This is an optimization exercise on Yosys and OpenROAD, whose aim is small area and a short achievable clock period, not a production implementation. Only simulation tests tie the RTL to the original design; equivalence was not proved. No driver is modelled on the clock port, so clocking that relies on it looks cheaper here than on a real chip. Power and IR drop assume default switching activity.

==> trial 74: inputs <==
==> flow/design.v <==
`timescale 1ns / 1ps
module conv( input clk, input data_in, input [1:0]row_in, input [1:0]col_in,
input signed [7:0]data, output reg signed [7:0]out );
reg [7:0] n00, n01, n02, x20, x21, x22;
wire w0 = data_in & (row_in == 2'd0);
wire w2 = data_in & (row_in == 2'd2);
always @(posedge clk) begin
  if (w0 & (col_in == 2'd0)) n00 <= ~data;
  if (w0 & (col_in == 2'd1)) n01 <= ~data;
  if (w0 & (col_in == 2'd2)) n02 <= ~data;
  if (w2 & (col_in == 2'd0)) x20 <= data;
  if (w2 & (col_in == 2'd1)) x21 <= data;
  if (w2 & (col_in == 2'd2)) x22 <= data;
end
wire [10:0] a = {3'b0, x20}, b = {3'b0, x22}, c = {3'b0, n00};
wire [10:0] d = {3'b0, n02}, e = {2'b0, x21, 1'b0}, f = {2'b0, n01, 1'b0};
wire [10:0] s1 = a ^ b ^ c;
wire [10:0] c1 = {(a & b | a & c | b & c), 1'b1};
wire [10:0] s2 = d ^ e ^ f;
wire [10:0] maj2 = d & e | d & f | e & f;    
wire [10:0] c2 = {maj2[9:1], 1'b1, 1'b0};
wire [10:0] s3 = s1 ^ c1 ^ s2;
wire [10:0] c3 = {(s1 & c1 | s1 & s2 | c1 & s2), 1'b1};
wire [10:0] s4 = s3 ^ c3 ^ c2;
wire [10:0] c4 = {(s3 & c3 | s3 & c2 | c3 & c2), 1'b0};
wire [7:0] g = s4[7:0] & c4[7:0];
wire [7:0] p = s4[7:0] ^ c4[7:0];
wire [7:0] g1, p1, g2, p2, g3;
genvar i;
generate for (i = 0; i < 8; i = i + 1) begin : ks
  assign g1[i] = (i >= 1) ? g[i] | p[i] & g[i-1] : g[i];
  assign p1[i] = (i >= 1) ? p[i] & p[i-1] : p[i];
  assign g2[i] = (i >= 2) ? g1[i] | p1[i] & g1[i-2] : g1[i];
  assign p2[i] = (i >= 2) ? p1[i] & p1[i-2] : p1[i];
  assign g3[i] = (i >= 4) ? g2[i] | p2[i] & g2[i-4] : g2[i];
end endgenerate
wire [8:0] cy = {g3, 1'b0};           
wire [7:0] lo = p ^ cy[7:0];
localparam [127:0] HTAB = 128'hfffffffffffffffbfffbb220b2200000;
wire [4:0] hb = {c4[10], c4[9], s4[9], c4[8], s4[8]};
wire [3:0] hf = HTAB[hb*4 +: 4];
wire sat  = cy[8] ? hf[0] : hf[2];
wire pass = cy[8] ? hf[1] : hf[3];
wire hold = data_in;
always @(posedge clk)
  out <= {8{hold}} & out | {8{~hold & sat}} | {8{~hold & pass}} & lo;
endmodule
==> flow/flow/run.sh <==
#!/bin/bash
# The standard ORFS flow (the standard.sh) with these changes:
#  - synthesis without Yosys's early ABC pass (SYNTH_ARGS=-noabc), ABC area script;
#  - extra don't-use cells: sky130_fd_sc_hd__ha_1 sky130_fd_sc_hd__ha_2 sky130_fd_sc_hd__ha_4
#  - port buffers of a chosen cell;
#  - flow/skew.tcl after clock tree synthesis, which delays the clock of the out
#    register (useful skew for the paths from the window registers into it).
# The full output of the tools goes to standard.log here (ORFS's own logs are under orfs/logs).
export SKEW_DRV_CELL=sky130_fd_sc_hd__clkbuf_4
export SKEW_REPAIR_GAIN=0.15
# The platform's don't-use list, then the extra cells.
DU="sky130_fd_sc_hd__lpflow_bleeder_1 sky130_fd_sc_hd__lpflow_clkbufkapwr_1 sky130_fd_sc_hd__lpflow_clkbufkapwr_16 sky130_fd_sc_hd__lpflow_clkbufkapwr_2 sky130_fd_sc_hd__lpflow_clkbufkapwr_4 sky130_fd_sc_hd__lpflow_clkbufkapwr_8 sky130_fd_sc_hd__lpflow_clkinvkapwr_1 sky130_fd_sc_hd__lpflow_clkinvkapwr_16 sky130_fd_sc_hd__lpflow_clkinvkapwr_2 sky130_fd_sc_hd__lpflow_clkinvkapwr_4 sky130_fd_sc_hd__lpflow_clkinvkapwr_8 sky130_fd_sc_hd__lpflow_decapkapwr_12 sky130_fd_sc_hd__lpflow_decapkapwr_3 sky130_fd_sc_hd__lpflow_decapkapwr_4 sky130_fd_sc_hd__lpflow_decapkapwr_6 sky130_fd_sc_hd__lpflow_decapkapwr_8 sky130_fd_sc_hd__lpflow_inputiso0n_1 sky130_fd_sc_hd__lpflow_inputiso0p_1 sky130_fd_sc_hd__lpflow_inputiso1n_1 sky130_fd_sc_hd__lpflow_inputiso1p_1 sky130_fd_sc_hd__lpflow_inputisolatch_1 sky130_fd_sc_hd__lpflow_isobufsrc_1 sky130_fd_sc_hd__lpflow_isobufsrc_16 sky130_fd_sc_hd__lpflow_isobufsrc_2 sky130_fd_sc_hd__lpflow_isobufsrc_4 sky130_fd_sc_hd__lpflow_isobufsrc_8 sky130_fd_sc_hd__lpflow_isobufsrckapwr_16 sky130_fd_sc_hd__lpflow_lsbuf_lh_hl_isowell_tap_1 sky130_fd_sc_hd__lpflow_lsbuf_lh_hl_isowell_tap_2 sky130_fd_sc_hd__lpflow_lsbuf_lh_hl_isowell_tap_4 sky130_fd_sc_hd__lpflow_lsbuf_lh_isowell_4 sky130_fd_sc_hd__lpflow_lsbuf_lh_isowell_tap_1 sky130_fd_sc_hd__lpflow_lsbuf_lh_isowell_tap_2 sky130_fd_sc_hd__lpflow_lsbuf_lh_isowell_tap_4 sky130_fd_sc_hd__probe_p_8 sky130_fd_sc_hd__probec_p_8  sky130_fd_sc_hd__ha_1 sky130_fd_sc_hd__ha_2 sky130_fd_sc_hd__ha_4"
bash standard.sh DONT_USE_CELLS="$DU" SYNTH_ARGS=-noabc ABC_AREA=1 BUFFER_PORTS_ARGS='-buffer_cell sky130_fd_sc_hd__buf_2' CORE_UTILIZATION=60 HOLD_SLACK_MARGIN=0.1  POST_CTS_TCL=$PWD/flow/skew.tcl finish > standard.log 2>&1
==> flow/flow/skew.tcl <==
# Useful skew for the paths from the window registers into the out register:
# after clock tree synthesis, delay the clock of the out flip-flops with a
# buffer (SKEW_DRV_CELL) and a chain of delay cells in front of it. Each cell
# of the chain is chosen from a list by the worst setup slack it gives, and the
# chain stops when no cell improves that slack.
proc skew_env {name default} {
  if {[info exists ::env($name)] && $::env($name) ne ""} { return $::env($name) }
  return $default
}
set drv_cell [skew_env SKEW_DRV_CELL sky130_fd_sc_hd__clkbuf_4]
set cands [skew_env SKEW_CANDS {sky130_fd_sc_hd__clkdlybuf4s50_1 sky130_fd_sc_hd__clkdlybuf4s25_1 sky130_fd_sc_hd__clkdlybuf4s18_1 sky130_fd_sc_hd__clkdlybuf4s15_1 sky130_fd_sc_hd__clkbuf_1}]
set max_cells [skew_env SKEW_MAX_CELLS 6]

proc skew_ws {} {
  estimate_parasitics -placement
  return [worst_slack -max]
}
proc skew_input_pin {inst} {
  return [get_pins -of_objects [get_cells $inst] -filter "direction == input"]
}

set pins {}
foreach pin [all_registers -clock_pins] {
  if {[string match {out\[*} [get_full_name $pin]]} { lappend pins $pin }
}
puts "skew: [llength $pins] out clock pins"
set ws0 [skew_ws]
puts "skew: worst setup slack without skew $ws0"
set head [insert_buffer -buffer_cell $drv_cell -load_pins $pins -load_pins_on_diff_nets -buffer_name skew_drv -net_name skew_net]
set ws [skew_ws]
puts "skew: driver $head ($drv_cell): worst setup slack $ws"
if {$ws <= $ws0} {
  remove_buffers $head
  estimate_parasitics -placement
  puts "skew: no gain, driver removed"
} else {
  for {set i 0} {$i < $max_cells} {incr i} {
    set x [insert_buffer -buffer_cell [lindex $cands 0] -load_pins [skew_input_pin $head] -buffer_name skew_dly$i -net_name skew_net]
    set best ""
    set best_ws $ws
    foreach c $cands {
      replace_cell $x $c
      set w [skew_ws]
      puts "skew:   $c: $w"
      if {$w > $best_ws + 0.002} { set best $c; set best_ws $w }
    }
    if {$best eq ""} {
      remove_buffers $x
      estimate_parasitics -placement
      puts "skew: no cell improves the slack; chain done"
      break
    }
    replace_cell $x $best
    set head $x
    set ws [skew_ws]
    puts "skew: added $x ($best): worst setup slack $ws"
  }
}
# Optionally, size up cells on the worst paths once the skew is in place.
set gain [skew_env SKEW_REPAIR_GAIN 0]
if {$gain > 0} {
  set ws [skew_ws]
  repair_timing -setup -setup_margin [expr {$ws + $gain}] -sequence [skew_env SKEW_REPAIR_SEQ "sizeup,swap"] -verbose
  puts "skew: after repair, worst setup slack [skew_ws]"
}
foreach n [[ord::get_db_block] getNets] {
  if {[string match skew_net* [$n getName]]} { $n setSigType CLOCK }
}
detailed_placement
check_placement -verbose
estimate_parasitics -placement
puts "skew: final worst setup slack [worst_slack -max]"
==> flow/standard.sh <==
#!/bin/bash
# synth_recipe.tcl (not shown) runs the flow's synth.tcl, then flattens the netlist and writes it again
# the make line also repeats each setting of config.mk as NAME=value (left out here)
make -C /OpenROAD-flow-scripts/flow DESIGN_CONFIG=/design/flow/config.mk WORK_HOME=/design/flow/orfs CLKGATE_MAP_FILE= SYNTH_SCRIPT=/design/flow/synth_recipe.tcl "${@:-finish}"
==> flow/config.mk <==
export PLATFORM = sky130hd
export DESIGN_NAME = conv
export DESIGN_NICKNAME = conv
export VERILOG_FILES = /design/flow/design.v
export SDC_FILE = /design/flow/constraint.sdc
export NUM_CORES = 4
export LEC_CHECK = 0
export CAP_MARGIN = 20
export CORE_MARGIN = 2
export CORE_UTILIZATION = 40
export SLEW_MARGIN = 20
==> flow/constraint.sdc <==
create_clock -name core_clock -period 6.0 [get_ports {clk}]
set_input_delay 1.2000 -clock core_clock [delete_from_list [all_inputs] [get_ports {clk}]]
set_output_delay 1.2000 -clock core_clock [all_outputs]
set_load 0.01 [all_outputs]
==> inputs of build 84, as changes to trial 74 <==
--- a/flow/flow/run.sh
+++ b/flow/flow/run.sh
@@ -8,5 +8,4 @@
 # The full output of the tools goes to standard.log here (ORFS's own logs are under orfs/logs).
 export SKEW_DRV_CELL=sky130_fd_sc_hd__clkbuf_4
-export SKEW_REPAIR_GAIN=0.15
 # The platform's don't-use list, then the extra cells.
 DU="sky130_fd_sc_hd__lpflow_bleeder_1 sky130_fd_sc_hd__lpflow_clkbufkapwr_1 sky130_fd_sc_hd__lpflow_clkbufkapwr_16 sky130_fd_sc_hd__lpflow_clkbufkapwr_2 sky130_fd_sc_hd__lpflow_clkbufkapwr_4 sky130_fd_sc_hd__lpflow_clkbufkapwr_8 sky130_fd_sc_hd__lpflow_clkinvkapwr_1 sky130_fd_sc_hd__lpflow_clkinvkapwr_16 sky130_fd_sc_hd__lpflow_clkinvkapwr_2 sky130_fd_sc_hd__lpflow_clkinvkapwr_4 sky130_fd_sc_hd__lpflow_clkinvkapwr_8 sky130_fd_sc_hd__lpflow_decapkapwr_12 sky130_fd_sc_hd__lpflow_decapkapwr_3 sky130_fd_sc_hd__lpflow_decapkapwr_4 sky130_fd_sc_hd__lpflow_decapkapwr_6 sky130_fd_sc_hd__lpflow_decapkapwr_8 sky130_fd_sc_hd__lpflow_inputiso0n_1 sky130_fd_sc_hd__lpflow_inputiso0p_1 sky130_fd_sc_hd__lpflow_inputiso1n_1 sky130_fd_sc_hd__lpflow_inputiso1p_1 sky130_fd_sc_hd__lpflow_inputisolatch_1 sky130_fd_sc_hd__lpflow_isobufsrc_1 sky130_fd_sc_hd__lpflow_isobufsrc_16 sky130_fd_sc_hd__lpflow_isobufsrc_2 sky130_fd_sc_hd__lpflow_isobufsrc_4 sky130_fd_sc_hd__lpflow_isobufsrc_8 sky130_fd_sc_hd__lpflow_isobufsrckapwr_16 sky130_fd_sc_hd__lpflow_lsbuf_lh_hl_isowell_tap_1 sky130_fd_sc_hd__lpflow_lsbuf_lh_hl_isowell_tap_2 sky130_fd_sc_hd__lpflow_lsbuf_lh_hl_isowell_tap_4 sky130_fd_sc_hd__lpflow_lsbuf_lh_isowell_4 sky130_fd_sc_hd__lpflow_lsbuf_lh_isowell_tap_1 sky130_fd_sc_hd__lpflow_lsbuf_lh_isowell_tap_2 sky130_fd_sc_hd__lpflow_lsbuf_lh_isowell_tap_4 sky130_fd_sc_hd__probe_p_8 sky130_fd_sc_hd__probec_p_8  sky130_fd_sc_hd__ha_1 sky130_fd_sc_hd__ha_2 sky130_fd_sc_hd__ha_4"
--- a/flow/flow/skew.tcl
+++ b/flow/flow/skew.tcl
@@ -57,11 +57,4 @@
   }
 }
-# Optionally, size up cells on the worst paths once the skew is in place.
-set gain [skew_env SKEW_REPAIR_GAIN 0]
-if {$gain > 0} {
-  set ws [skew_ws]
-  repair_timing -setup -setup_margin [expr {$ws + $gain}] -sequence [skew_env SKEW_REPAIR_SEQ "sizeup,swap"] -verbose
-  puts "skew: after repair, worst setup slack [skew_ws]"
-}
 foreach n [[ord::get_db_block] getNets] {
   if {[string match skew_net* [$n getName]]} { $n setSigType CLOCK }
==> inputs of trial 35, as changes to trial 74 <==
--- a/flow/flow/run.sh
+++ b/flow/flow/run.sh
@@ -8,6 +8,5 @@
 # The full output of the tools goes to standard.log here (ORFS's own logs are under orfs/logs).
 export SKEW_DRV_CELL=sky130_fd_sc_hd__clkbuf_4
-export SKEW_REPAIR_GAIN=0.15
 # The platform's don't-use list, then the extra cells.
 DU="sky130_fd_sc_hd__lpflow_bleeder_1 sky130_fd_sc_hd__lpflow_clkbufkapwr_1 sky130_fd_sc_hd__lpflow_clkbufkapwr_16 sky130_fd_sc_hd__lpflow_clkbufkapwr_2 sky130_fd_sc_hd__lpflow_clkbufkapwr_4 sky130_fd_sc_hd__lpflow_clkbufkapwr_8 sky130_fd_sc_hd__lpflow_clkinvkapwr_1 sky130_fd_sc_hd__lpflow_clkinvkapwr_16 sky130_fd_sc_hd__lpflow_clkinvkapwr_2 sky130_fd_sc_hd__lpflow_clkinvkapwr_4 sky130_fd_sc_hd__lpflow_clkinvkapwr_8 sky130_fd_sc_hd__lpflow_decapkapwr_12 sky130_fd_sc_hd__lpflow_decapkapwr_3 sky130_fd_sc_hd__lpflow_decapkapwr_4 sky130_fd_sc_hd__lpflow_decapkapwr_6 sky130_fd_sc_hd__lpflow_decapkapwr_8 sky130_fd_sc_hd__lpflow_inputiso0n_1 sky130_fd_sc_hd__lpflow_inputiso0p_1 sky130_fd_sc_hd__lpflow_inputiso1n_1 sky130_fd_sc_hd__lpflow_inputiso1p_1 sky130_fd_sc_hd__lpflow_inputisolatch_1 sky130_fd_sc_hd__lpflow_isobufsrc_1 sky130_fd_sc_hd__lpflow_isobufsrc_16 sky130_fd_sc_hd__lpflow_isobufsrc_2 sky130_fd_sc_hd__lpflow_isobufsrc_4 sky130_fd_sc_hd__lpflow_isobufsrc_8 sky130_fd_sc_hd__lpflow_isobufsrckapwr_16 sky130_fd_sc_hd__lpflow_lsbuf_lh_hl_isowell_tap_1 sky130_fd_sc_hd__lpflow_lsbuf_lh_hl_isowell_tap_2 sky130_fd_sc_hd__lpflow_lsbuf_lh_hl_isowell_tap_4 sky130_fd_sc_hd__lpflow_lsbuf_lh_isowell_4 sky130_fd_sc_hd__lpflow_lsbuf_lh_isowell_tap_1 sky130_fd_sc_hd__lpflow_lsbuf_lh_isowell_tap_2 sky130_fd_sc_hd__lpflow_lsbuf_lh_isowell_tap_4 sky130_fd_sc_hd__probe_p_8 sky130_fd_sc_hd__probec_p_8  sky130_fd_sc_hd__ha_1 sky130_fd_sc_hd__ha_2 sky130_fd_sc_hd__ha_4"
-bash standard.sh DONT_USE_CELLS="$DU" SYNTH_ARGS=-noabc ABC_AREA=1 BUFFER_PORTS_ARGS='-buffer_cell sky130_fd_sc_hd__buf_2' CORE_UTILIZATION=60 HOLD_SLACK_MARGIN=0.1  POST_CTS_TCL=$PWD/flow/skew.tcl finish > standard.log 2>&1
+bash standard.sh DONT_USE_CELLS="$DU" SYNTH_ARGS=-noabc ABC_AREA=1 BUFFER_PORTS_ARGS='-buffer_cell sky130_fd_sc_hd__buf_2' CORE_UTILIZATION=60 HOLD_SLACK_MARGIN=0.1 SLEW_MARGIN=60 POST_CTS_TCL=$PWD/flow/skew.tcl finish > standard.log 2>&1
--- a/flow/flow/skew.tcl
+++ b/flow/flow/skew.tcl
@@ -57,11 +57,4 @@
   }
 }
-# Optionally, size up cells on the worst paths once the skew is in place.
-set gain [skew_env SKEW_REPAIR_GAIN 0]
-if {$gain > 0} {
-  set ws [skew_ws]
-  repair_timing -setup -setup_margin [expr {$ws + $gain}] -sequence [skew_env SKEW_REPAIR_SEQ "sizeup,swap"] -verbose
-  puts "skew: after repair, worst setup slack [skew_ws]"
-}
 foreach n [[ord::get_db_block] getNets] {
   if {[string match skew_net* [$n getName]]} { $n setSigType CLOCK }
==> inputs of build 70, as changes to trial 74 <==
--- a/flow/design.v
+++ b/flow/design.v
@@ -36,5 +36,6 @@
 end endgenerate
 wire [8:0] cy = {g3, 1'b0};           
-wire [7:0] lo = p ^ cy[7:0];
+wire g1_copy = ~(~s4[1] | ~c4[1]);
+wire [7:0] lo = p ^ {cy[7:3], g1_copy, cy[1:0]};
 localparam [127:0] HTAB = 128'hfffffffffffffffbfffbb220b2200000;
 wire [4:0] hb = {c4[10], c4[9], s4[9], c4[8], s4[8]};
--- a/flow/flow/run.sh
+++ b/flow/flow/run.sh
@@ -9,4 +9,5 @@
 export SKEW_DRV_CELL=sky130_fd_sc_hd__clkbuf_4
 export SKEW_REPAIR_GAIN=0.15
+export SKEW_OUT_MARGIN=0
 # The platform's don't-use list, then the extra cells.
 DU="sky130_fd_sc_hd__lpflow_bleeder_1 sky130_fd_sc_hd__lpflow_clkbufkapwr_1 sky130_fd_sc_hd__lpflow_clkbufkapwr_16 sky130_fd_sc_hd__lpflow_clkbufkapwr_2 sky130_fd_sc_hd__lpflow_clkbufkapwr_4 sky130_fd_sc_hd__lpflow_clkbufkapwr_8 sky130_fd_sc_hd__lpflow_clkinvkapwr_1 sky130_fd_sc_hd__lpflow_clkinvkapwr_16 sky130_fd_sc_hd__lpflow_clkinvkapwr_2 sky130_fd_sc_hd__lpflow_clkinvkapwr_4 sky130_fd_sc_hd__lpflow_clkinvkapwr_8 sky130_fd_sc_hd__lpflow_decapkapwr_12 sky130_fd_sc_hd__lpflow_decapkapwr_3 sky130_fd_sc_hd__lpflow_decapkapwr_4 sky130_fd_sc_hd__lpflow_decapkapwr_6 sky130_fd_sc_hd__lpflow_decapkapwr_8 sky130_fd_sc_hd__lpflow_inputiso0n_1 sky130_fd_sc_hd__lpflow_inputiso0p_1 sky130_fd_sc_hd__lpflow_inputiso1n_1 sky130_fd_sc_hd__lpflow_inputiso1p_1 sky130_fd_sc_hd__lpflow_inputisolatch_1 sky130_fd_sc_hd__lpflow_isobufsrc_1 sky130_fd_sc_hd__lpflow_isobufsrc_16 sky130_fd_sc_hd__lpflow_isobufsrc_2 sky130_fd_sc_hd__lpflow_isobufsrc_4 sky130_fd_sc_hd__lpflow_isobufsrc_8 sky130_fd_sc_hd__lpflow_isobufsrckapwr_16 sky130_fd_sc_hd__lpflow_lsbuf_lh_hl_isowell_tap_1 sky130_fd_sc_hd__lpflow_lsbuf_lh_hl_isowell_tap_2 sky130_fd_sc_hd__lpflow_lsbuf_lh_hl_isowell_tap_4 sky130_fd_sc_hd__lpflow_lsbuf_lh_isowell_4 sky130_fd_sc_hd__lpflow_lsbuf_lh_isowell_tap_1 sky130_fd_sc_hd__lpflow_lsbuf_lh_isowell_tap_2 sky130_fd_sc_hd__lpflow_lsbuf_lh_isowell_tap_4 sky130_fd_sc_hd__probe_p_8 sky130_fd_sc_hd__probec_p_8  sky130_fd_sc_hd__ha_1 sky130_fd_sc_hd__ha_2 sky130_fd_sc_hd__ha_4"
--- a/flow/flow/skew.tcl
+++ b/flow/flow/skew.tcl
@@ -11,8 +11,14 @@
 set cands [skew_env SKEW_CANDS {sky130_fd_sc_hd__clkdlybuf4s50_1 sky130_fd_sc_hd__clkdlybuf4s25_1 sky130_fd_sc_hd__clkdlybuf4s18_1 sky130_fd_sc_hd__clkdlybuf4s15_1 sky130_fd_sc_hd__clkbuf_1}]
 set max_cells [skew_env SKEW_MAX_CELLS 6]
+set skew_out_margin [skew_env SKEW_OUT_MARGIN 0]
 
+# The slack the skew trades: the worst of the paths into the out flip-flops
+# and the paths from them to the output ports.
 proc skew_ws {} {
   estimate_parasitics -placement
-  return [worst_slack -max]
+  set d [get_pins -of_objects $::skew_out_regs -filter "direction == input"]
+  set a [get_property [find_timing_paths -to $d -path_delay max] slack]
+  set b [get_property [find_timing_paths -to [all_outputs] -path_delay max] slack]
+  return [expr {min($a, $b - $::skew_out_margin)}]
 }
 proc skew_input_pin {inst} {
@@ -25,4 +31,5 @@
 }
 puts "skew: [llength $pins] out clock pins"
+set skew_out_regs [get_cells -of_objects $pins]
 set ws0 [skew_ws]
 puts "skew: worst setup slack without skew $ws0"
@@ -60,7 +67,9 @@
 set gain [skew_env SKEW_REPAIR_GAIN 0]
 if {$gain > 0} {
-  set ws [skew_ws]
+  estimate_parasitics -placement
+  set ws [worst_slack -max]
   repair_timing -setup -setup_margin [expr {$ws + $gain}] -sequence [skew_env SKEW_REPAIR_SEQ "sizeup,swap"] -verbose
-  puts "skew: after repair, worst setup slack [skew_ws]"
+  estimate_parasitics -placement
+  puts "skew: after repair, worst setup slack [worst_slack -max]"
 }
 foreach n [[ord::get_db_block] getNets] {
==> summary.md <==
| Metric | Value |
|---|---|
| Outcome | finished clean |
| Largest net degree at the start of global routing | 18 |
| Share of post-route cells with drive strength above 1 | 24.81% |
| Invs w/o clock | 30 |
| Uppermost layer routed | met4 |
| Avg Inst Size Synth | 12.56 um2 |
| Post-Route WL | 4842 um |
| Critical Path Source | out[3] |
| Commonest cells in the synthesized netlist | edfxtp_1 (48), nand2_1 (47), fa_1 (31) |
| Total power | 0.9465 mW |
the above is filed under trial 74

==> summary.md <==
| Metric | Value |
|---|---|
| Total power | 0.9118 mW |
| Outcome | finished clean |
| Uppermost layer routed | met4 |
| Invs w/o clock | 30 |
| Share of post-route cells with drive strength above 1 | 21.76% |
| Avg Inst Size Synth | 12.56 um2 |
| Post-Route WL | 4755 um |
| Critical Path Source | data_in |
the above is filed under build 84

==> summary.md <==
| Metric | Value |
|---|---|
| Outcome | finished clean |
| Commonest cells in the synthesized netlist | edfxtp_1 (48), nand2_1 (47), fa_1 (31) |
| Uppermost layer routed | met4 |
| Largest net degree at the start of global routing | 18 |
| Invs w/o clock | 30 |
| Total power | 0.9136 mW |
| Avg Inst Size Synth | 12.56 um2 |
| Logic pwr share | 24.9% |
| Post-Route WL | 4740 um |
| Share of post-route cells with drive strength above 1 | 23.22% |
the above is filed under trial 35

==> summary.md <==
| Metric | Value |
|---|---|
| Yosys top cell by area | edfxtp_1 |
| Outcome | did not finish |
| Yosys warns | 1 |
| First Err | Error: cts.tcl, 90 can't read "::skew_out_regs": no such variable |
| Exit stage | clock tree synthesis |
| Avg Inst Size Synth | 12.31 um2 |
| Commonest cells in the synthesized netlist | nand2_1 (57), edfxtp_1 (48), fa_1 (30) |
the above is filed under build 70

==> static timing again, ports no longer ideal <==
Ports are ideal in the flow. The routed layouts listed here were re-timed in OpenROAD.
Step 1 sets driving cells, clkbuf_16 on the clock port and buf_2 on the other inputs (assumed; they add their load-dependent delay and slew).
Step 2, shift: input delay + t, output delay - t, t = (earliest + latest rising clock arrival at the registers) / 2. This alone moves slack from input paths to output paths.
Slacks: no drivers / after step 1 / after step 2; pairs: no drivers / after step 1.
run | t (ns) | setup slack, ns | worst hold slack (ns) | clock arrival spread, ns | slew at the worst register clock pin (ns)
trial 74 | 0.628 | 3.419 / 3.391 / 2.851 | 0.122 / 0.122 / 0.122 | 0.654 / 0.654 | 0.10 / 0.10
build 84 | 0.627 | 3.330 / 3.336 / 2.708 | 0.129 / 0.129 / 0.129 | 0.653 / 0.653 | 0.10 / 0.10
trial 35 | 0.624 | 3.373 / 3.347 / 2.835 | 0.109 / 0.109 / 0.109 | 0.655 / 0.655 | 0.10 / 0.10
Clock arrivals are far apart in every run listed, so t is only a midpoint there and step 2 fits no single register. The setup slack of build 84, which loses most, moves by +0.006 ns with the drivers and by -0.622 ns with both steps.
